This design comes from an exercise in tuning for small area on the open sky130 flow, not from production work.
Only simulation tests tie the RTL to the original design; equivalence was not proved.
The flow treats the clock pin as an ideal source. Dropping or thinning the clock tree relies on that and would not hold on a real chip.
Power and IR drop assume default switching activity.

==> flow/design.v <==
module simple_cpu (
    input  wire       CLK,
    input  wire       RST,         
    input  wire       Rx_in,
    output wire       Tx_out,
    output wire [7:0] LED_out
);
    reg  [3:0]  u;         
    reg  [3:0]  p;         
    reg  [3:0]  bn;        
    reg  [2:0]  st;        
    reg  [15:0] ar;        
    reg  [7:0]  H;         
    reg         txq;       
    reg  [7:0]  L;         
    reg  [2:0]  op;
    reg         c;         
    reg         sv;        
    wire [7:0] cnt = {u, p};
    wire [2:0] d = bn[2:0];
    wire tx     = st[2] & (st[1] | st[0]);    
    wire idle   = bn[3] & ~bn[1] & bn[0];     
    wire wrap   = tx ? (cnt[7] & cnt[6] & cnt[4] & cnt[3])
                     : (cnt[7:5] == 3'b110) & (cnt[4] == bn[0]) & (p == 4'd15);
    wire win    = cnt[7:4] == 4'd6;
    wire stop   = bn == 4'd8;
    wire data   = ~bn[3];
    wire p0     = p == 4'd0;
    wire p15    = p == 4'd15;
    wire at     = ar[15];                      
    wire eq     = p == {st == 3'd1, d};        
    wire armed  = p[3] | (p[2:0] >= d);        
    reg am;
    always @(*) begin
        case (d)
            3'd0: am = ar[15];
            3'd1: am = ar[0];
            3'd2: am = ar[1];
            3'd3: am = ar[2];
            3'd4: am = ar[3];
            3'd5: am = ar[4];
            3'd6: am = ar[5];
            default: am = ar[6];
        endcase
    end
    wire op_sub = op == 3'd2;
    wire op_mul = op == 3'd3;
    wire op_not = op == 3'd6;
    wire arith  = ~op[2];
    wire st2 = st == 3'd2;
    wire st3 = st == 3'd3;
    wire st4 = st == 3'd4;
    wire p_data  = (st3 | st4) & data;
    wire p_hinit = st2 & stop & p[3];
    wire p_fix   = st4 & stop;
    wire act16   = win & st4 & (data | stop);
    wire act     = act16 | (win & ((st3 & data & ~p[3]) | p_hinit));
    wire tail     = act16 ? L[0] : H[0];
    wire init_val = ~op_mul & (at ^ op_not);
    wire first    = st4 & (bn == 4'd0) & ~p[3];
    wire B        = Rx_in;
    reg a;
    always @(*) begin
        if (act & (p_hinit | first))
            a = init_val;
        else if (act & p_fix & c)
            a = sv ^ ~p15;           
        else
            a = tail;
    end
    reg b;
    always @(*) begin
        b = 1'b0;
        if (act & p_data) begin
            case (op)
                3'd1, 3'd7: b = B & eq;
                3'd2:       b = B & armed;
                3'd3:       b = B & am & armed;
                3'd4:       b = ~B & eq & a;
                3'd5:       b = B & eq & ~a;
                default:    b = 1'b0;
            endcase
        end
    end
    wire ce   = act & c & arith & p_data & ~p0;
    wire sum  = a ^ b ^ ce;
    wire cout = (a & b) | (a & ce) | (b & ce);
    wire w1p  = act16 & (bn == 4'd7) & p15;      
    wire load_a  = (st == 3'd1 | st2) & data & win & eq;
    wire load_op = (st == 3'd0) & data & (d < 3'd3) & win & eq;
    wire [3:0] bn1 = bn + 4'd1;
    wire txnext = bn1[3] ? ~bn1[2] : ((st == 3'd5) ? H[0] : L[bn1[2:0]]);
    wire fe = stop & (tx ? wrap : (u == 4'd7) & p15);    
    wire [7:0] cnt1 = cnt + 8'd1;
    always @(posedge CLK or negedge RST) begin
        if (!RST) begin
            bn   <= 4'd9;
            st   <= 3'd0;
            L    <= 8'd0;
            txq  <= 1'b1;
        end else begin
            if (tx & wrap)
                txq <= txnext;
            if (act16)
                L <= {H[0], L[7:1]};
            if (idle) begin
                if (!Rx_in)
                    bn <= 4'd15;
            end else begin
                if (wrap)
                    bn <= bn + 4'd1;
                if (fe) begin
                    if (st == 3'd6) begin
                        st <= 3'd0;
                        bn <= 4'd9;
                    end else begin
                        st <= st + 3'd1;
                        bn <= st[2] ? 4'd15 : 4'd9;
                        if (st[2] & ~st[1]) txq <= 1'b0;    
                    end
                end
            end
        end
    end
    always @(posedge CLK) begin
        u <= (idle | wrap | fe) ? 4'd0 : cnt1[7:4];
        p <= ((tx & wrap) | (idle & (st == 3'd0))) ? 4'd0 : cnt1[3:0];
    end
    always @(posedge CLK) begin
        ar <= {ar[14:0], load_a ? Rx_in : at};
        H <= {sum, H[7:1]};
        if (load_op)
            op <= {Rx_in, op[2:1]};
        if (w1p)
            c <= (at ~^ sv) & (at ^ sum) & (op == 3'd1 | op_sub);
        else if (act & ~p_fix)
            c <= cout;
        if (st3 & data & win)
            sv <= B ^ op_sub;        
    end
    assign Tx_out  = txq;
    assign LED_out = L;
endmodule
==> flow/config.mk <==
export PLATFORM = sky130hd
export DESIGN_NAME = simple_cpu
export DESIGN_NICKNAME = simple_cpu
export VERILOG_FILES = /design/flow/design.v
export SDC_FILE = /design/flow/constraint.sdc
export NUM_CORES = 4
export LEC_CHECK = 0
export CAP_MARGIN = 20
export CORE_MARGIN = 2
export CORE_UTILIZATION = 40
export PLACE_DENSITY = 0.6
export SLEW_MARGIN = 20
==> flow/constraint.sdc <==
create_clock -name core_clock -period 10.0 [get_ports {CLK}]
set_input_delay 2.0000 -clock core_clock [delete_from_list [all_inputs] [get_ports {CLK}]]
set_output_delay 2.0000 -clock core_clock [all_outputs]
set_load 0.01 [all_outputs]
standard.sh (not shown) runs the stock make flow with config.mk's settings and CLKGATE_MAP_FILE= SYNTH_SCRIPT=/design/flow/synth_recipe.tcl, a recipe that flattens the netlist after the stock synthesis.
==> flow/flow/run.sh <==
#!/bin/bash
# Own layout flow: the standard flow (standard.sh: same synthesis script,
# same steps, same floorplan, power grid and tap cells) with three settings
# changed for a smaller layout of this small, slow design:
#  - synthesis restructures logic with ABC's &deepsyn and maps it with the
#    area-oriented mapper (amap) instead of
#    the delay-oriented script; flip-flops are mapped exactly as before;
#  - port buffers use the smallest buffer (buf_1); every input and output
#    port still gets one;
set -uo pipefail
here=$(pwd)
rm -rf "$here/scripts_own"
cp -r "$FLOW_HOME/scripts" "$here/scripts_own"
cp "$here/flow/abc_area_map.script" "$here/scripts_own/abc_speed.script"
export SCRIPTS_DIR="$here/scripts_own"
export BUFFER_PORTS_ARGS="-buffer_cell sky130_fd_sc_hd__buf_1"
export POST_CTS_TCL="$here/flow/no_root_buffer.tcl"
export CTS_ARGS="-sink_clustering_enable -repair_clock_nets -buf_list sky130_fd_sc_hd__clkbuf_8 -root_buf sky130_fd_sc_hd__clkbuf_8 -dont_use_dummy_load"
bash standard.sh > standard.log 2>&1
status=$?
tail -5 standard.log
exit $status
==> flow/flow/abc_area_map.script <==
strash
&get -n
&deepsyn -J 20
&put
dch -f
amap
==> flow/flow/no_root_buffer.tcl <==
set block [ord::get_db_block]
set port_net [$block findNet CLK]
set root ""
foreach it [$port_net getITerms] {
  set inst [$it getInst]
  if {[string match "*clkbuf*" [[$inst getMaster] getName]]} { set root $inst }
}
if {$root eq ""} { error "no root clock buffer" }
if {[llength [$port_net getITerms]] != 1} { error "clock port drives more than the root buffer" }
set root_out ""
foreach it [$root getITerms] {
  if {[$it isOutputSignal]} { set root_out [$it getNet] }
}
set leaves 0
foreach it [$root_out getITerms] {
  set inst [$it getInst]
  if {$inst eq $root} { continue }
  if {![string match "*clkbuf*" [[$inst getMaster] getName]]} { error "root buffer drives a non-buffer" }
  incr leaves
}
if {$leaves > 4} { error "root buffer drives $leaves leaf buffers" }
foreach it [$root_out getITerms] {
  if {[$it getInst] eq $root} { continue }
  $it disconnect
  $it connect $port_net
}
odb::dbInst_destroy $root
odb::dbNet_destroy $root_out
puts "no_root_buffer: clock port now drives $leaves leaf clock buffers"
detailed_placement
check_placement -verbose
estimate_parasitics -placement
report_clock_skew
The starting point finished clean.
Edit:
==> flow/flow/run.sh (replaced) <==
#!/bin/bash
# Own layout flow: the standard flow (standard.sh: same synthesis script,
# same steps, same floorplan, power grid and tap cells) with these settings
# changed for a smaller layout of this small, slow design:
#  - synthesis restructures the logic with ABC's &deepsyn and maps it with
#    the area-oriented mapper (amap) instead of the delay-oriented script;
#    flip-flops are mapped exactly as before. A few such ABC scripts
#    (flow/abc_*.script) are tried, and the one whose netlist has the least
#    cell area is used for the layout;
#  - port buffers use the smallest buffer (buf_1); every input and output
#    port still gets one;
set -uo pipefail
here=$(pwd)
rm -rf "$here/scripts_own"
cp -r "$FLOW_HOME/scripts" "$here/scripts_own"
export SCRIPTS_DIR="$here/scripts_own"
stat_file="$here/orfs/reports/$FLOW_PLATFORM/simple_cpu/base/synth_stat.txt"

best=""; best_area=""
for s in "$here"/flow/abc_*.script; do
  name=$(basename "$s" .script)
  cp "$s" "$SCRIPTS_DIR/abc_speed.script"
  rm -rf "$here/orfs"
  bash standard.sh synth > "synth_$name.log" 2>&1
  area=$(awk '/Chip area for module/ {print $NF}' "$stat_file" 2>/dev/null | tail -1)
  echo "$name: ${area:-failed}" | tee -a synth_choice.log
  if [[ -n "$area" ]] && { [[ -z "$best_area" ]] || awk -v a="$area" -v b="$best_area" 'BEGIN {exit !(a < b)}'; }; then
    best="$s"; best_area="$area"
  fi
done
if [[ -z "$best" ]]; then echo "no synthesis succeeded"; exit 1; fi
echo "using $(basename "$best") ($best_area um2)" | tee -a synth_choice.log
cp "$best" "$SCRIPTS_DIR/abc_speed.script"
rm -rf "$here/orfs"

export BUFFER_PORTS_ARGS="-buffer_cell sky130_fd_sc_hd__buf_1"
export POST_CTS_TCL="$here/flow/no_root_buffer.tcl"
export CTS_ARGS="-sink_clustering_enable -repair_clock_nets -buf_list sky130_fd_sc_hd__clkbuf_8 -root_buf sky130_fd_sc_hd__clkbuf_8 -dont_use_dummy_load"
bash standard.sh > standard.log 2>&1
status=$?
tail -5 standard.log
exit $status
==> flow/flow/abc_dj10s7.script (new file) <==
strash
&get -n
&deepsyn -J 10 -S 7
&put
dch -f
amap
==> flow/flow/abc_dj2.script (new file) <==
strash
&get -n
&deepsyn -J 20
&put
dch -f
amap
strash
dch -f
amap
==> flow/flow/abc_dj20.script (new file) <==
strash
&get -n
&deepsyn -J 20
&put
dch -f
amap
==> flow/flow/abc_dj50.script (new file) <==
strash
&get -n
&deepsyn -J 50
&put
dch -f
amap
removed: flow/flow/abc_area_map.script
The changed run finished clean.
Power is about the same.
Routed wire length shrinks by about 1.4%.
Sequential share of layout area grows by 0.37 points.
Worst setup slack improves by 0.20 ns.
Synthesized cell count shrinks by 0.42%.
Sequential cell count is unchanged.
Design area shrinks by 0.76%.

* * *

== run A ==
Another version of the RTL of simple_cpu (not shown whole).
For scale: about 240 cells after synthesis, ~52 flip-flops, roughly 2600 um^2 of cells after synthesis.
==> flow/config.mk <==
export PLATFORM = sky130hd
export DESIGN_NAME = simple_cpu
export DESIGN_NICKNAME = simple_cpu
export VERILOG_FILES = /design/flow/design.v
export SDC_FILE = /design/flow/constraint.sdc
export NUM_CORES = 4
export LEC_CHECK = 0
export CAP_MARGIN = 20
export CORE_MARGIN = 2
export CORE_UTILIZATION = 40
export PLACE_DENSITY = 0.6
export SLEW_MARGIN = 20
==> flow/constraint.sdc <==
create_clock -name core_clock -period 10.0 [get_ports {CLK}]
set_input_delay 2.0000 -clock core_clock [delete_from_list [all_inputs] [get_ports {CLK}]]
set_output_delay 2.0000 -clock core_clock [all_outputs]
set_load 0.01 [all_outputs]
==> flow/flow/run.sh <==
#!/bin/bash
# Own layout flow: the standard flow (standard.sh, unchanged synthesis and
# steps) with two settings changed:
#  - port buffers use the smallest buffer (buf_1) instead of the one the
#    resizer picks by default; every input and output port still gets one;
#  - the clock tree is built from clkbuf_8 cells without dummy loads.
set -uo pipefail
export BUFFER_PORTS_ARGS="-buffer_cell sky130_fd_sc_hd__buf_1"
export CTS_ARGS="-repair_clock_nets -buf_list sky130_fd_sc_hd__clkbuf_8 -root_buf sky130_fd_sc_hd__clkbuf_8 -dont_use_dummy_load"
bash standard.sh > standard.log 2>&1
status=$?
tail -5 standard.log
exit $status
### run A -> run B
==> flow/flow/run.sh <==
#!/bin/bash
# Own layout flow: the standard flow (standard.sh: same synthesis script,
# same steps, same floorplan, power grid and tap cells) with three settings
# changed for a smaller layout of this small, slow design:
#  - synthesis maps logic with ABC's area-oriented mapper (amap) instead of
#    the delay-oriented script; flip-flops are mapped exactly as before;
#  - port buffers use the smallest buffer (buf_1); every input and output
#    port still gets one;
#  - the clock tree is built from clkbuf_8 cells without dummy loads.
set -uo pipefail
here=$(pwd)
rm -rf "$here/scripts_own"
cp -r "$FLOW_HOME/scripts" "$here/scripts_own"
cp "$here/flow/abc_area_map.script" "$here/scripts_own/abc_speed.script"
export SCRIPTS_DIR="$here/scripts_own"
export BUFFER_PORTS_ARGS="-buffer_cell sky130_fd_sc_hd__buf_1"
export CTS_ARGS="-sink_clustering_enable -repair_clock_nets -buf_list sky130_fd_sc_hd__clkbuf_8 -root_buf sky130_fd_sc_hd__clkbuf_8 -dont_use_dummy_load"
bash standard.sh > standard.log 2>&1
status=$?
tail -5 standard.log
exit $status
==> flow/flow/abc_area_map.script (new file) <==
strash
dc2
dch -f
amap
Diff run A -> run B: full die area dropped 6.5%, net load switching power climbed 1.9%.
Between run B and run A, design area is higher for run A, run B comes in under that.
Compared with run A, in run B layout buffer count excluding clock buffers picked up an extra 1, total power rose 0.0011 mW.
Relative to run B, the following input files were edited for run C:
==> flow/flow/run.sh <==
#!/bin/bash
# Own layout flow: the standard flow (standard.sh, unchanged synthesis and
# steps) with two settings changed:
#  - port buffers use the smallest buffer (buf_1) instead of the one the
#    resizer picks by default; every input and output port still gets one;
#  - the clock tree is built from clkbuf_8 cells without dummy loads.
set -uo pipefail
export BUFFER_PORTS_ARGS="-buffer_cell sky130_fd_sc_hd__buf_1"
export CTS_ARGS="-sink_clustering_enable -sink_clustering_size 100 -sink_clustering_max_diameter 1000 -repair_clock_nets -buf_list sky130_fd_sc_hd__clkbuf_16 -root_buf sky130_fd_sc_hd__clkbuf_16 -dont_use_dummy_load"
bash standard.sh > standard.log 2>&1
status=$?
tail -5 standard.log
exit $status
removed: flow/flow/abc_area_map.script
### Flow results
- Between run C and run B, it is run C whose final cell count is lower, by 25.
- Sort run B and run C by proportion of cell area occupied by multi-input gates asc -> top: run B
- Taking run B as the reference, in run C number of placed instances, taps included lower; met1 global-route usage lower; power density over the cells higher.
## Diff of input files: run D against run C
--- a/flow/flow/run.sh
+++ b/flow/flow/run.sh
@@ -7,5 +7,5 @@
 set -uo pipefail
 export BUFFER_PORTS_ARGS="-buffer_cell sky130_fd_sc_hd__buf_1"
-export CTS_ARGS="-sink_clustering_enable -sink_clustering_size 100 -sink_clustering_max_diameter 1000 -repair_clock_nets -buf_list sky130_fd_sc_hd__clkbuf_16 -root_buf sky130_fd_sc_hd__clkbuf_16 -dont_use_dummy_load"
+export CTS_ARGS="-sink_clustering_enable -repair_clock_nets -buf_list sky130_fd_sc_hd__clkbuf_8 -root_buf sky130_fd_sc_hd__clkbuf_8 -dont_use_dummy_load"
 bash standard.sh > standard.log 2>&1
 status=$?
Run D: flow completed, timing, DRC and antenna clean
On cell-internal power: run D sits below run C.
Reported for run D and run C, number of endpoints failing setup at the final stage turned out identical to the last digit.
From run C to run D the numbers moved as follows: routed via count divided by cell count now smaller, first-iteration DRC count decreased by 12% relative to the old numbers.
Run C leaves more setup margin than run D.
Number of cells produced by synthesis: run C vs run D identical
From run D to run C, number of standard cells in the layout, taps in and fillers out did not move at all.
From run C to run D the numbers moved as follows: proportion of power drawn by the clock network dropped 8.8 points; post-route worst hold slack climbed 0.0075 ns.
Power delta (run D − run C): favourable

* * *

Another version of the RTL of simple_cpu (not shown whole).
Size: about 250 cells after synthesis, roughly 12 I/O pins, roughly 0.0026 sq mm of cells after synthesis.
export LEC_CHECK = 0
export CAP_MARGIN = 20
export CORE_MARGIN = 2
export CORE_UTILIZATION = 40
export PLACE_DENSITY = 0.6
export SLEW_MARGIN = 20
create_clock -name core_clock -period 10.0 [get_ports {CLK}]
run.sh (not shown) runs the stock make flow with config.mk's settings and CLKGATE_MAP_FILE= SYNTH_SCRIPT=/design/flow/synth_recipe.tcl, a recipe that flattens the netlist after the stock synthesis.
Stock flow here: none of the scripts above is used.
The first run produced a clean layout.
Change:
==> flow/flow/run.sh (new file) <==
#!/bin/bash
# Own layout flow: the standard flow (standard.sh: same synthesis script,
# same steps, same floorplan, power grid and tap cells) with three settings
# changed for a smaller layout of this small, slow design:
#  - synthesis maps logic with ABC's area-oriented mapper (amap) instead of
#    the delay-oriented script; flip-flops are mapped exactly as before;
#  - port buffers use the smallest buffer (buf_1); every input and output
#    port still gets one;
#  - the clock tree is built from clkbuf_8 cells without dummy loads.
set -uo pipefail
here=$(pwd)
rm -rf "$here/scripts_own"
cp -r "$FLOW_HOME/scripts" "$here/scripts_own"
cp "$here/flow/abc_area_map.script" "$here/scripts_own/abc_speed.script"
export SCRIPTS_DIR="$here/scripts_own"
export BUFFER_PORTS_ARGS="-buffer_cell sky130_fd_sc_hd__buf_1"
export CTS_ARGS="-sink_clustering_enable -repair_clock_nets -buf_list sky130_fd_sc_hd__clkbuf_8 -root_buf sky130_fd_sc_hd__clkbuf_8 -dont_use_dummy_load"
bash standard.sh > standard.log 2>&1
status=$?
tail -5 standard.log
exit $status
==> flow/flow/abc_area_map.script (new file) <==
strash
dc2
dch -f
amap
==> flow/standard.sh (new file) <==
#!/bin/bash
# synth_recipe.tcl (not shown) runs the flow's synth.tcl, then flattens the netlist and writes it again
# the make line also repeats each setting of config.mk as NAME=value (left out here)
make -C /OpenROAD-flow-scripts/flow DESIGN_CONFIG=/design/flow/config.mk WORK_HOME=/design/flow/orfs CLKGATE_MAP_FILE= SYNTH_SCRIPT=/design/flow/synth_recipe.tcl "${@:-finish}"
removed: flow/run.sh
Critical path depth rises by 8; wire length went up by 1.9%; global-route usage is higher by 2.2 points; register-to-register slack degrades by 1.7 ns; clock skew hardly moves; final cell count rose by 5.0%; via count came out higher by 6.2%; power shrinks by 16%; maximum frequency fell by 25%; synthesized area shrinks by 7.5%; flip-flop and latch count stays the same.
Change:
--- a/flow/flow/run.sh
+++ b/flow/flow/run.sh
@@ -7,5 +7,4 @@
 #  - port buffers use the smallest buffer (buf_1); every input and output
 #    port still gets one;
-#  - the clock tree is built from clkbuf_8 cells without dummy loads.
 set -uo pipefail
 here=$(pwd)
@@ -15,4 +14,5 @@
 export SCRIPTS_DIR="$here/scripts_own"
 export BUFFER_PORTS_ARGS="-buffer_cell sky130_fd_sc_hd__buf_1"
+export POST_CTS_TCL="$here/flow/no_root_buffer.tcl"
 export CTS_ARGS="-sink_clustering_enable -repair_clock_nets -buf_list sky130_fd_sc_hd__clkbuf_8 -root_buf sky130_fd_sc_hd__clkbuf_8 -dont_use_dummy_load"
 bash standard.sh > standard.log 2>&1
==> flow/flow/no_root_buffer.tcl (new file) <==
set block [ord::get_db_block]
set port_net [$block findNet CLK]
set root ""
foreach it [$port_net getITerms] {
  set inst [$it getInst]
  if {[string match "*clkbuf*" [[$inst getMaster] getName]]} { set root $inst }
}
if {$root eq ""} { error "no root clock buffer" }
if {[llength [$port_net getITerms]] != 1} { error "clock port drives more than the root buffer" }
set root_out ""
foreach it [$root getITerms] {
  if {[$it isOutputSignal]} { set root_out [$it getNet] }
}
set leaves 0
foreach it [$root_out getITerms] {
  set inst [$it getInst]
  if {$inst eq $root} { continue }
  if {![string match "*clkbuf*" [[$inst getMaster] getName]]} { error "root buffer drives a non-buffer" }
  incr leaves
}
if {$leaves > 4} { error "root buffer drives $leaves leaf buffers" }
foreach it [$root_out getITerms] {
  if {[$it getInst] eq $root} { continue }
  $it disconnect
  $it connect $port_net
}
odb::dbInst_destroy $root
odb::dbNet_destroy $root_out
puts "no_root_buffer: clock port now drives $leaves leaf clock buffers"
detailed_placement
check_placement -verbose
estimate_parasitics -placement
report_clock_skew
What happened:
- The changed run completed with no timing, DRC or antenna violations
- fmax rose by 0.33%
- final area fell by 0.53%
- sequential share of layout area rose by 0.25 points
- routed wire length fell by 0.41%
- hold slack is about the same
- count of clock-buffer cells in the layout fell by 1
- synthesized cell count stays the same
Change:
--- a/flow/flow/run.sh
+++ b/flow/flow/run.sh
@@ -3,5 +3,6 @@
 # same steps, same floorplan, power grid and tap cells) with three settings
 # changed for a smaller layout of this small, slow design:
-#  - synthesis maps logic with ABC's area-oriented mapper (amap) instead of
+#  - synthesis restructures logic with ABC's &deepsyn and maps it with the
+#    area-oriented mapper (amap) instead of
 #    the delay-oriented script; flip-flops are mapped exactly as before;
 #  - port buffers use the smallest buffer (buf_1); every input and output
@@ -15,5 +16,5 @@
 export BUFFER_PORTS_ARGS="-buffer_cell sky130_fd_sc_hd__buf_1"
 export POST_CTS_TCL="$here/flow/no_root_buffer.tcl"
-export CTS_ARGS="-sink_clustering_enable -repair_clock_nets -buf_list sky130_fd_sc_hd__clkbuf_8 -root_buf sky130_fd_sc_hd__clkbuf_8 -dont_use_dummy_load"
+export CTS_ARGS="-sink_clustering_enable -sink_clustering_size 30 -sink_clustering_max_diameter 200 -repair_clock_nets -buf_list sky130_fd_sc_hd__clkbuf_8 -root_buf sky130_fd_sc_hd__clkbuf_8 -dont_use_dummy_load"
 bash standard.sh > standard.log 2>&1
 status=$?
==> flow/flow/abc_area_map.script (replaced) <==
strash
&get -n
&deepsyn -J 20
&put
dch -f
amap
Result:
- The changed run finished clean
- global-route usage barely changes
- area after synthesis goes down by about 2.2%
- clock-buffer cell count stays the same
- via count shrinks by 5.0%
- sequential share of layout area goes up by 0.98 points
- setup slack improved by 0.39 ns
- power barely changes
- maximum frequency is higher by 9.2%

[afterwards: timing with drivers on the ports]
Ports are ideal in the flow. The routed layouts listed here were re-timed in OpenROAD.
Step 1: set_driving_cell puts a clkbuf_16 on CLK and a buf_2 on each other input, an assumption about the parent block.
Step 2 moves the port delays by t, midway between the first and last clock arrival at a register: inputs arrive t later, outputs are due t later. That takes back most of the time a late clock gives input paths.
Three values: ideal, step 1, step 2; two values: the first two.
| run | t, ns | setup WS [ns] | worst hold slack (ns) | worst setup path after step 2 |
|---|---|---|---|---|
| the first run of note 1 | 0.198 | 5.096 / 5.096 / 5.096 | 0.336 / 0.336 / 0.336 | register to register |
| the second run of note 1 | 0.196 | 5.296 / 5.296 / 5.296 | 0.307 / 0.307 / 0.307 | register to register |
| run A | 0.322 | 6.050 / 6.019 / 6.327 | 0.337 / 0.337 / 0.337 | input to register |
| run B | 0.327 | 5.780 / 5.750 / 6.077 | 0.335 / 0.335 / 0.335 | register to output |
| run C | 0.314 | 6.069 / 6.033 / 6.325 | 0.330 / 0.330 / 0.330 | input to register |
| run D | 0.322 | 6.050 / 6.019 / 6.327 | 0.337 / 0.337 / 0.337 | input to register |
| the first run of note 3 | 0.334 | 6.477 / 6.485 / 6.151 | 0.333 / 0.333 / 0.333 | input to register |
| the second run of note 3 | 0.320 | 5.297 / 5.297 / 5.297 | 0.327 / 0.327 / 0.327 | register to register |
| the third run of note 3 | 0.194 | 5.313 / 5.313 / 5.313 | 0.329 / 0.329 / 0.329 | register to register |
| the fourth run of note 3 | 0.200 | 5.707 / 5.707 / 5.707 | 0.325 / 0.325 / 0.325 | register to register |
After both steps setup and hold are still met in every run listed. The setup slack of the first run of note 3, which loses most, moves by +0.008 ns with the drivers and by -0.326 ns with both steps.
